What follows belongs to an exercise in optimizing a design on an open flow for small area; a production flow would make more cautious choices.
Function was checked by simulation only, so behaviour that the tests miss may differ from the original.
Power figures rest on the tool's default switching activity, not on a simulated workload.

### flow/constraint.sdc
create_clock -name core_clock -period 9.0 [get_ports {sys_clk}]
set_input_delay 1.8000 -clock core_clock [delete_from_list [all_inputs] [get_ports {sys_clk}]]
set_output_delay 1.8000 -clock core_clock [all_outputs]
set_load 0.01 [all_outputs]
### flow/design.v
`timescale 1ns / 1ps
module pipeline_controler_32_bit_version_3(
    input [4:0] opcode_in,
    input [3:0] s1_in,
    input [3:0] s2_in,
    input [3:0] dest_in,
    input [31:0] ime_data_in,
    output [31:0] result_out,
    output [2:0] flags_out,
    input sys_clk,
    input reset_n
    );
reg [4:0]  op;
reg [3:0]  s1, s2, dst;
reg [31:0] imm;
reg        v0, v1, v2;
always @(posedge sys_clk or negedge reset_n)
  if (~reset_n) begin
    op <= 5'b00000;
    v0 <= 1'b0; v1 <= 1'b0; v2 <= 1'b0;
  end else begin
    op <= opcode_in;
    v0 <= 1'b1; v1 <= v0; v2 <= v1;
  end
always @(posedge sys_clk) begin
  s1  <= s1_in;
  s2  <= s2_in;
  dst <= dest_in;
  imm <= ime_data_in;
end
wire o_inc = op == 5'b00001;
wire o_add = op == 5'b00010;
wire o_adc = op == 5'b00011;
wire o_sbb = op == 5'b00100;
wire o_sub = op == 5'b00101;
wire o_dec = op == 5'b00110;
wire o_tr  = op == 5'b00111;
wire o_ror = op == 5'b01000;
wire o_shr = op == 5'b01001;
wire o_shl = op == 5'b01010;
wire o_rol = op == 5'b01011;
wire o_or  = op == 5'b11000;
wire o_ld  = op == 5'b11001;
wire o_xor = op == 5'b11010;
wire o_st  = op == 5'b11011;
wire o_and = op == 5'b11100;
wire o_not = op == 5'b11110;
wire arith  = o_inc | o_add | o_adc | o_sbb | o_sub | o_dec;
wire shr    = o_ror | o_shr;
wire shl    = o_shl | o_rol;
wire use1   = arith | o_tr | shr | shl | o_or | o_xor | o_and | o_not | o_st;
wire use2   = o_add | o_adc | o_sbb | o_sub | o_or | o_xor | o_and | o_not;
wire wr     = (arith | shr | shl | o_or | o_xor | o_and | o_not | o_ld | o_st);
wire eb  = o_add | o_adc | o_sbb | o_sub | o_or | o_xor | o_and;  
wire ib  = o_sbb | o_sub | o_dec | o_not;                         
wire sb  = o_sbb | o_sub | o_dec;                                 
wire cin = o_inc | o_adc | o_sub;
wire se  = arith | o_tr | o_st | o_ld | o_xor | o_or | o_not;     
wire ge  = o_or | o_and;                                          
reg [31:0] rf [0:15];
wire [15:0] sel1 = use1 ? (16'h0001 << s1) : {15'b0, ~o_ld};
wire [15:0] sel2 = use2 ? (16'h0001 << s2) : 16'h0001;
reg [31:0] a, b;
integer k;
always @(*) begin
  a = {32{o_ld}} & imm;    
  b = 32'd0;
  for (k = 0; k < 16; k = k + 1) begin
    a = a | ({32{sel1[k]}} & rf[k]);
    b = b | ({32{sel2[k]}} & rf[k]);
  end
end
wire [31:0] B = ({32{eb}} & b) ^ {32{ib}};
wire [31:0] p = a ^ B;
wire [32:0] c;
assign c[0] = cin;
genvar i;
generate
  for (i = 0; i < 32; i = i + 1) begin : chain
    assign c[i+1] = p[i] ? c[i] : (a[i] & arith);
  end
endgenerate
wire [31:0] a_r = {o_ror & a[0], a[31:1]};
wire [31:0] a_l = {a[30:0], o_rol & a[31]};
reg [31:0] res;
always @(*)
  for (k = 0; k < 32; k = k + 1)
    res[k] = (p[k] ? (~c[k] & se) : (c[k] | (a[k] & ge)))
           | (shr & a_r[k]) | (shl & a_l[k]);
wire carry = c[32] ^ sb;
wire [31:0] x = a ^ b;
wire [32:0] lt;
assign lt[0] = 1'b0;
generate
  for (i = 0; i < 32; i = i + 1) begin : cmp
    assign lt[i+1] = x[i] ? b[i] : lt[i];
  end
endgenerate
wire zero = ~|a & ~|b;
wire sign = lt[32] & ~o_ld;
always @(posedge sys_clk)
  rf[wr ? dst : 4'd0] <= res;
reg [34:0] q1n, q2n;
always @(posedge sys_clk) begin
  q1n <= ~{zero, sign, carry, res};
  q2n <= q1n;
end
assign result_out = v2 ? ~q2n[31:0] : 32'd0;
assign flags_out  = v2 ? ~q2n[34:32] : 3'b100;
endmodule
### flow/config.mk
export PLATFORM = sky130hd
export DESIGN_NAME = pipeline_controler_32_bit_version_3
export DESIGN_NICKNAME = pipeline_controler_32_bit_version_3
export VERILOG_FILES = /design/flow/design.v
export SDC_FILE = /design/flow/constraint.sdc
export NUM_CORES = 4
export LEC_CHECK = 0
export CAP_MARGIN = 20
export CORE_MARGIN = 2
export CORE_UTILIZATION = 40
export SLEW_MARGIN = 20
### flow/run.sh
#!/bin/bash
# synth_recipe.tcl (not shown) runs the flow's synth.tcl, then flattens the netlist and writes it again
# the make line also repeats each setting of config.mk as NAME=value (left out here)
make -C /OpenROAD-flow-scripts/flow DESIGN_CONFIG=/design/flow/config.mk WORK_HOME=/design/flow/orfs CLKGATE_MAP_FILE= SYNTH_SCRIPT=/design/flow/synth_recipe.tcl finish
==> metrics.md, run 1 <==
| Metric | Value |
|---|---|
| # rows | 103 |
| Post-CTS Setup Inserts | 0 |
| Sequential share of power | 44.2% |
| Die area | 82100 µm² |
| Initial Util | 40.42% |
| Register area share after synthesis | 55.93% |
| Avg Inst Size Synth | 11.84 µm² |
| I/O Buffers | 85 |
| Routed Antenna Nets | 0 |
| Via count | 27710 |
| Final Max Slew Viols | 0 |
| Launch point of the worst path | s2[0] |
| Detailed-router iteration count before antenna repair | 6 |
| Vias in the first global route | 26220 |
| Synth cell types | 121 |
| Root Buffer | clkbuf_16 |
| Outcome | finished clean |
| Critical R2R Capture | rf[0][31] |
| Worst-Skew Late Latency | 640 ps |
| Area Overhead vs Synth | 15.34% |
| Count leader, synth | edfxtp_1 |
| Worst R2R Setup Slack | 1570 ps |
| Comb pwr share | 18.8% |
| Switching Fraction | 29.96% |
| Routed len/inst | 36.97 µm |
| Layout cell share with drive strength beyond 1 | 15.67% |
| Hold Crit Class | flop to flop |
| First-pass GRT wire length | 199700 µm |
| Largest fanout on the critical path | 51 |
| Sw power | 2420 µW |
| Layout Skew | 26.52 ps |
| Worst Path Required | 9170 ps |
| Inserted Clock Buffers | 72 |
| Final-report hold violation count | 0 |
| Setup violators final | 0 |
| Via/cell ratio | 7.128 |
| DIE WIDTH | 286.5 µm |
| Worst-Margin Slew | 1268 ps |
| Tot GR Track Use | 34.37% |
| Mapped Nets | 2747 |
| Synth area leader | edfxtp_1 |
| Post-route cell area | 36830 µm² |
| Post-DP HPWL | 92000 µm |
| WS Path Type | flop to flop |
| RSZ-0062 raised after global routing | no |
| Worst setup SP type | flop |
| Post-CTS Resized | 0 |
| Multi-input logic area | 13310 µm² |
| Placed cell areas | 34450 µm² |
| Internal power | 5658 µW |
| Cells after Synth | 2696 |
| Total power | 8078 µW |
| Synth area leaders | edfxtp_1 48%, dfxtp_1 7.1%, a22oi_1 3.9%, mux2i_1 2.4%, nand2_1 2.1% |
| RR Startpoint | s2[0] |
| Yosys warnings | 1 |
| Syn Std Cell Area | 31930 µm² |
| Asr flop ratio synth | 1.262% |
| Worst-case clock buffer depth | 3 |
| Reg2reg path depth | 18 |
| Synth top area share | 48.15% |
| Post-synth top cells | 512 x edfxtp_1, 182 x nand2_1, 167 x a22oi_1 |
| Post-route clock period utilization | 82.51% |
| CTS tree | yes |
| DR iter-0 viols | 5388 |
| Chip Height | 286.5 µm |
| FF/Latch Area | 17870 µm² |
| Peak VDD IR | 0.1498 mV |
| Synth Area in Adders | 1.007% |
| Clock power share | 36.9% |
| Static leakage | 0.01218 µW |
| Fmax | 134.7 MHz |
| Max_slew headroom | 14.38% |
| I/O pins | 86 |
| Post-place setup slack | 1931 ps |
| Worst Setup EP | rf[0][31] |
| Post-CTS Hold Fix Bufs | 0 |
| Post-synth EDFFs | 512 |
| Max-cap check violation count | 0 |
| Max H-tree Level | 3 |
| Drc violations | 0 |
| Final worst-path setup slack | 1574 ps |
| Mux contribution to synthesized area | 4.969% |
| Area fraction in and, or, nand and nor cells after synthesis | 12.76% |
| Worst-path clk slew | 60 ps |
| Post-synth top flop | edfxtp_1 |
| GPL Wtd Cong | 1.041 |
| Pwr dens | 219.4 nW/µm² |
| Total gr overflow | 0 |
| Largest net degree at the start of global routing | 80 |
| Largest family of logic cells by synthesized area | compound AO/OA/AOI/OAI gates |
| WP data arrival | 7600 ps |
| Final wirelength | 143700 µm |
| Synth Area in XOR/XNOR | 1.411% |
| Sink Count | 634 |
| Initial antenna violation count | 5 |
| Fillers | 7060 |
| Final min period | 7426 ps |
| Area of the core | 79000 µm² |
| Post-synthesis compound-gate area fraction | 20.42% |
| Final-stage net count | 2826 |
| #FFs+latches synth | 634 |
| Setup TNS | 0 ps |
| Crit. End Element | flop |
[layer usage]
| metal | GRT usage (%) | wire (µm) | up-vias |
|---|---|---|---|
| met5 | 0 | 41 | - |
| met4 | 19.91 | 9310 | 6 |
| met3 | 12.83 | 22240 | 569 |
| met2 | 49.05 | 59540 | 2578 |
| met1 | 44.59 | 52610 | 13590 |
| li1 | - | - | 10970 |
[worst max-delay path: stages (launching register included)]
cell and delay, ps:
dfxtp_2 900, buf_12 370, and2_1 650, a22o_1 260, a21oi_1 80, nor3_1 880, o41ai_2 310, xnor2_1 580
xor2_1 170, a2111oi_0 490, nand3_1 110, o21ba_2 300, o211ai_2 190, a21oi_4 280, o31ai_1 110, o211a_1 320
o21ai_0 180, o31a_1 180, nand4_1 500
[registers in the layout (all words and copies together) (netlist names)]
name / count
rf: 512
q1n: 35
q2n: 35
imm: 32
op: 5
dst: 4
s1: 4
s2: 4
v0: 1
v1: 1
v2: 1
[power by group through the flow]
stage | sequential, µW | clock (µW) | combinational [µW]
global placement | 3630 | 0 | 1410
finish | 3570 | 2980 | 1520
detailed placement | 3630 | 0 | 1440
floorplan | 3570 | 0 | 855
CTS | 3570 | 3000 | 1440
global route | 3580 | 3110 | 1570
[cells by family after synthesis]
logic type      after synthesis
mux                         142
compound gates              829
other cells                   1
buf+inv                     250
fa+ha+maj                    31
flops                       634
xor+xnor                     48
simple gates                761
[worst min path at each step]
stage	from	endpoint	slack, ps	cells past startpoint
floorplan	q1n[0]	q2n[0]	310	0
global placement	q1n[10]	q2n[10]	310	0
detailed placement	q1n[10]	q2n[10]	310	0
CTS	q1n[13]	q2n[13]	320	0
global route	q1n[10]	q2n[10]	330	0
finish	q1n[20]	q2n[20]	320	0
[placed cells by master (no fill, tap or decap), drive strengths merged, types with 64 or more instances in the layout]
cell type	instances
a22o	64
mux2i	79
clkdlybuf4s50	85
nand3	84
a21oi	90
o21ai	97
a22oi	167
clkbuf	96
dfxtp	114
nor2	141
nand2	183
edfxtp	512
buf	119
[metrics by stage]
stage                     hold WS, ps  util [%]  std cells
after floorplan                 309.6         -       2696
after global placement          310.0     43.59       3751
after CTS                       324.8     46.59       3883
final                           320.3     46.62       3888
after detailed placement        312.1     43.60       3751
after global routing            329.1     46.60       3883
[layout make-up]
| type | count | share of cell area, % |
|---|---|---|
| Clock buffer | 96 | 5.358 |
| Antenna cell | 5 | 0.03398 |
| Multi-Input combinational cell | 1812 | 36.13 |
| Inverter | 51 | 0.5198 |
| Sequential cell | 634 | 48.53 |
| Timing Repair Buffer | 204 | 4.804 |
| Clock inverter | 36 | 1.053 |
| Tap cell | 1050 | 3.567 |
==> run 2: changes to the inputs <==
--- a/flow/design.v
+++ b/flow/design.v
@@ -10,24 +10,11 @@
     input sys_clk,
     input reset_n
     );
-reg [4:0]  op;
-reg [3:0]  s1, s2, dst;
-reg [31:0] imm;
-reg        v0, v1, v2;
-always @(posedge sys_clk or negedge reset_n)
-  if (~reset_n) begin
-    op <= 5'b00000;
-    v0 <= 1'b0; v1 <= 1'b0; v2 <= 1'b0;
-  end else begin
-    op <= opcode_in;
-    v0 <= 1'b1; v1 <= v0; v2 <= v1;
-  end
-always @(posedge sys_clk) begin
-  s1  <= s1_in;
-  s2  <= s2_in;
-  dst <= dest_in;
-  imm <= ime_data_in;
-end
+wire [4:0]  op  = opcode_in;
+wire [3:0]  s1  = s1_in;
+wire [3:0]  s2  = s2_in;
+wire [3:0]  dst = dest_in;
+wire [31:0] imm = ime_data_in;
 wire o_inc = op == 5'b00001;
 wire o_add = op == 5'b00010;
 wire o_adc = op == 5'b00011;
@@ -58,8 +45,18 @@
 wire se  = arith | o_tr | o_st | o_ld | o_xor | o_or | o_not;     
 wire ge  = o_or | o_and;                                          
 reg [31:0] rf [0:15];
-wire [15:0] sel1 = use1 ? (16'h0001 << s1) : {15'b0, ~o_ld};
-wire [15:0] sel2 = use2 ? (16'h0001 << s2) : 16'h0001;
+reg v1, v2, v3, z0;    
+wire [3:0] wa = wr ? dst : 4'd0;
+always @(posedge sys_clk or negedge reset_n)
+  if (~reset_n) begin
+    v1 <= 1'b0; v2 <= 1'b0; v3 <= 1'b0;
+    z0 <= 1'b1;
+  end else begin
+    v1 <= 1'b1; v2 <= v1; v3 <= v2;
+    z0 <= z0 & (|wa);
+  end
+wire [15:0] sel1 = (use1 ? (16'h0001 << s1) : {15'b0, ~o_ld}) & {15'h7fff, ~z0};
+wire [15:0] sel2 = (use2 ? (16'h0001 << s2) : 16'h0001) & {15'h7fff, ~z0};
 reg [31:0] a, b;
 integer k;
 always @(*) begin
@@ -99,12 +96,13 @@
 wire zero = ~|a & ~|b;
 wire sign = lt[32] & ~o_ld;
 always @(posedge sys_clk)
-  rf[wr ? dst : 4'd0] <= res;
-reg [34:0] q1n, q2n;
+  rf[wa] <= res;
+reg [34:0] q1n, q2n, q3n;
 always @(posedge sys_clk) begin
   q1n <= ~{zero, sign, carry, res};
   q2n <= q1n;
+  q3n <= q2n;
 end
-assign result_out = v2 ? ~q2n[31:0] : 32'd0;
-assign flags_out  = v2 ? ~q2n[34:32] : 3'b100;
+assign result_out = v3 ? ~q3n[31:0] : 32'd0;
+assign flags_out  = v3 ? ~q3n[34:32] : 3'b100;
 endmodule
--- a/flow/config.mk
+++ b/flow/config.mk
@@ -5,7 +5,10 @@
 export SDC_FILE = /design/flow/constraint.sdc
 export NUM_CORES = 4
 export LEC_CHECK = 0
-export CAP_MARGIN = 20
+export ABC_AREA = 1
+export CAP_MARGIN = 0
 export CORE_MARGIN = 2
 export CORE_UTILIZATION = 40
-export SLEW_MARGIN = 20
+export CTS_BUF_LIST = sky130_fd_sc_hd__clkbuf_8
+export CTS_CLUSTER_SIZE = 24
+export SLEW_MARGIN = 0
==> run 2 against run 1 <==
Effect of this change:
- critical path type is now primary input to flop
- combinational power up 35%
- synthesized area down 8.9%
- die area down 8.8%
- largest power group unchanged
- highest routed layer unchanged
- sequential share of layout area up 3.1 points
- clock-buffer cell count up 8
- largest cell class unchanged
- sequential cell count down 13
- global-route usage down 2.6 points
==> metrics.md, run 2 <==
| Metric | Value |
|---|---|
| Outcome | finished clean |
| Drc violations | 0 |
| Final min period | 8370 ps |
| Count leader, synth | nand2_1 |
| Worst-Skew Late Latency | 760 ps |
| Layout Skew | 57.77 ps |
| CP dominant cell by count | nand3_2 |
| Tot GR Track Use | 31.75% |
| Largest stage delay, worst path | 980 ps |
| Via count | 25590 |
| WP data arrival | 8770 ps |
| Hold Crit Class | flop to flop |
| Commonest non-fill, non-tap cell in the layout | nand2_1 |
| FF/Latch Area | 17580 µm² |
| Routed len/inst | 28.43 µm |
| Sw power | 2762 µW |
| Fmax | 119.5 MHz |
| Peak VDD IR | 0.1136 mV |
| Max-cap check violation count | 0 |
| DR iter-0 viols | 3897 |
| Hold path depth | 0 |
| # rows | 98 |
| Vias in the first global route | 24290 |
| Post-DP HPWL | 78620 µm |
| Sequential share of power | 46.8% |
| Setup TNS | 0 ps |
| Top cell family by delay on the critical path | simple AND/OR/NAND/NOR gates |
| Total gr overflow | 0 |
| I/O pins | 86 |
| Mapped Nets | 3008 |
| Buf/Inv on CP | 6 |
| Multi-input logic area | 9622 µm² |
| CP max stage cell | a2111oi_0 |
| Syn Std Cell Area | 29080 µm² |
| Detailed-router iteration count before antenna repair | 8 |
| Final wirelength | 120700 µm |
| Worst-Margin Slew | 1224 ps |
| Static leakage | 0.01381 µW |
| Cells after Synth | 2957 |
| Post-synth top cells | 709 x nand2_1, 512 x edfxtp_1, 364 x inv_1 |
| Internal power | 5696 µW |
| Reg with most FFs | rf |
| Crit. End Element | flop |
| Final-stage net count | 3261 |
| Inserted Clock Buffers | 101 |
| Max reg flops | 512 |
| Asr flop ratio synth | 0.6441% |
| Area of the core | 71730 µm² |
| Total power | 8459 µW |
| Worst-path clk slew | 60 ps |
| Worst Path Required | 9400 ps |
| GPL Wtd Cong | 1.003 |
| Routed Antenna Nets | 0 |
| Largest fanout on the critical path | 27 |
| Initial Util | 40.54% |
| RSZ-0062 raised after global routing | no |
| CTS tree | yes |
| Max H-tree Level | 3 |
| Register area share after synthesis | 60.45% |
| Post-synth top flop | edfxtp_1 |
| Chip Height | 273.6 µm |
| Root Buffer | clkbuf_8 |
| Largest net degree at the start of global routing | 35 |
| Sink Count | 621 |
| Die area | 74870 µm² |
| #FFs+latches synth | 621 |
| Area Overhead vs Synth | 17.01% |
| Via/cell ratio | 6.025 |
| Post-route clock period utilization | 93.00% |
| Fillers | 6672 |
| Final Max Slew Viols | 0 |
| WS Path Type | primary input to flop |
| Comb pwr share | 24.2% |
| Crit. path cell count | 35 |
| Finished Core Util | 47.44% |
| Layout cell share with drive strength beyond 1 | 13.79% |
| Worst-case clock buffer depth | 3 |
| Post-synth EDFFs | 512 |
| Post-CTS Hold Fix Bufs | 0 |
| Max_slew headroom | 16.31% |
| Worst setup SP type | primary input |
| Yosys warnings | 1 |
| DIE WIDTH | 273.6 µm |
| Most frequent cells in the layout | 708 x nand2_1, 512 x edfxtp_1, 400 x inv_1 |
| Switching Fraction | 32.66% |
| Synth top area share | 52.87% |
| I/O Buffers | 85 |
| Synth area leader | edfxtp_1 |
| Reg2reg path depth | 44 |
| Initial antenna violation count | 3 |
| Pwr dens | 248.6 nW/µm² |
| Setup violators final | 0 |
| Clock power share | 29.0% |
| First-pass GRT wire length | 169700 µm |
| Synth area leaders | edfxtp_1 53%, nand2_1 9.2%, dfxtp_1 7.2%, inv_1 4.7%, nor2_1 2.9% |
| Avg Inst Size Synth | 9.834 µm² |
| Final-report hold violation count | 0 |
| Post-CTS Resized | 0 |
| Synth cell types | 64 |
| Post-CTS Setup Inserts | 0 |
## run 2: cell count changes in the layout (fill, tap and decap cells not counted), sizes merged, moves of 71 or more
cell,delta
o22ai,+71
mux2i,-79
inv,+387
a22oi,-145
nand2,+551
nor2,+88
nand3,+95
## run 2: metal layers
layer / global-route usage [%] / vias up / wire (µm)
met5: 1.091 / - / 121
met4: 15.95 / 4 / 6668
met3: 10.51 / 455 / 18690
met2: 46.86 / 2218 / 50800
met1: 41.59 / 12040 / 44460
li1: - / 10870 / -
## run 2: power by group through the flow
stage | Sequential [µW] | Combinational, µW | Clock [µW]
floorplan | 3970 | 1070 | 0
global route | 3990 | 2180 | 2610
detailed placement | 4020 | 1950 | 0
global placement | 4010 | 1910 | 0
finish | 3960 | 2050 | 2450
CTS | 3960 | 1960 | 2490
## run 2: final cells by class
class / instances / share of cell area, %
Antenna cell: 4 / 0.02942
Clock buffer: 104 / 4.206
Clock inverter: 82 / 1.596
Inverter: 403 / 4.446
Multi-Input combinational cell: 1826 / 28.28
Sequential cell: 621 / 51.66
Tap cell: 950 / 3.493
Timing Repair Buffer: 257 / 6.295
## run 2: final timing paths
kind                              start         to  slack (ps)
max                        opcode_in[1]  rf[0][31]         630
min                             q2n[16]    q3n[16]         320
max reg2reg                          z0  rf[0][31]        2990
min reg2reg                     q2n[16]    q3n[16]         320
max in group asynchronous       reset_n         z0        7460
min in group asynchronous       reset_n         v1        1300
## run 2: through the flow
stage                     cell area (µm²)  worst slack, ps  instances  hold WS, ps
after floorplan                     29080             2302       2957        309.6
after global placement              32040            207.7       4057        310.4
after detailed placement            32040           -82.45       4057        312.1
after CTS                           34010            682.4       4243        313.6
after global routing                34020            256.0       4244        312.2
final                               34030            630.2       4247        316.9
## run 2: cell families (layout without fill, tap and decap cells)
group / after synthesis / in the layout / share of synthesized area, %
other cells: 1 / 5 / 0.01290
simple gates: 1288 / 1288 / 19.77
compound gates: 511 / 511 / 12.05
flops: 621 / 621 / 60.45
xor+xnor: 26 / 26 / 0.7831
buf+inv: 510 / 846 / 6.940

-- what the ideal ports hide --
In the flow no input, the clock included, has a driving cell. The finished layouts below were timed again as built, in two steps.
Step 1, drivers: a clkbuf_16 drives sys_clk and a buf_2 each remaining input, both assumed.
Step 2 moves the port delays by t, midway between the first and last clock arrival at a register: inputs arrive t later, outputs are due t later. That takes back most of the time a late clock gives input paths.
Three values: ideal ports, drivers, drivers and shift; two values: the first two.
| run | t (ns) | slack for setup (ns) | worst setup path after step 2 | slew at the worst register clock pin (ns) | worst data-port slew with drivers (ns) |
|---|---|---|---|---|---|
| run 1 | 0.691 | 1.574 / 1.574 / 1.574 | register to register | 0.07 / 0.07 | 0.12 |
| run 2 | 0.794 | 0.630 / 0.671 / -0.123 | input to register | 0.07 / 0.07 | 0.04 |
With both steps, setup timing fails in run 2, where it was met with ideal ports. The setup slack of run 2, which loses most, moves by +0.041 ns with the drivers and by -0.753 ns with both steps.
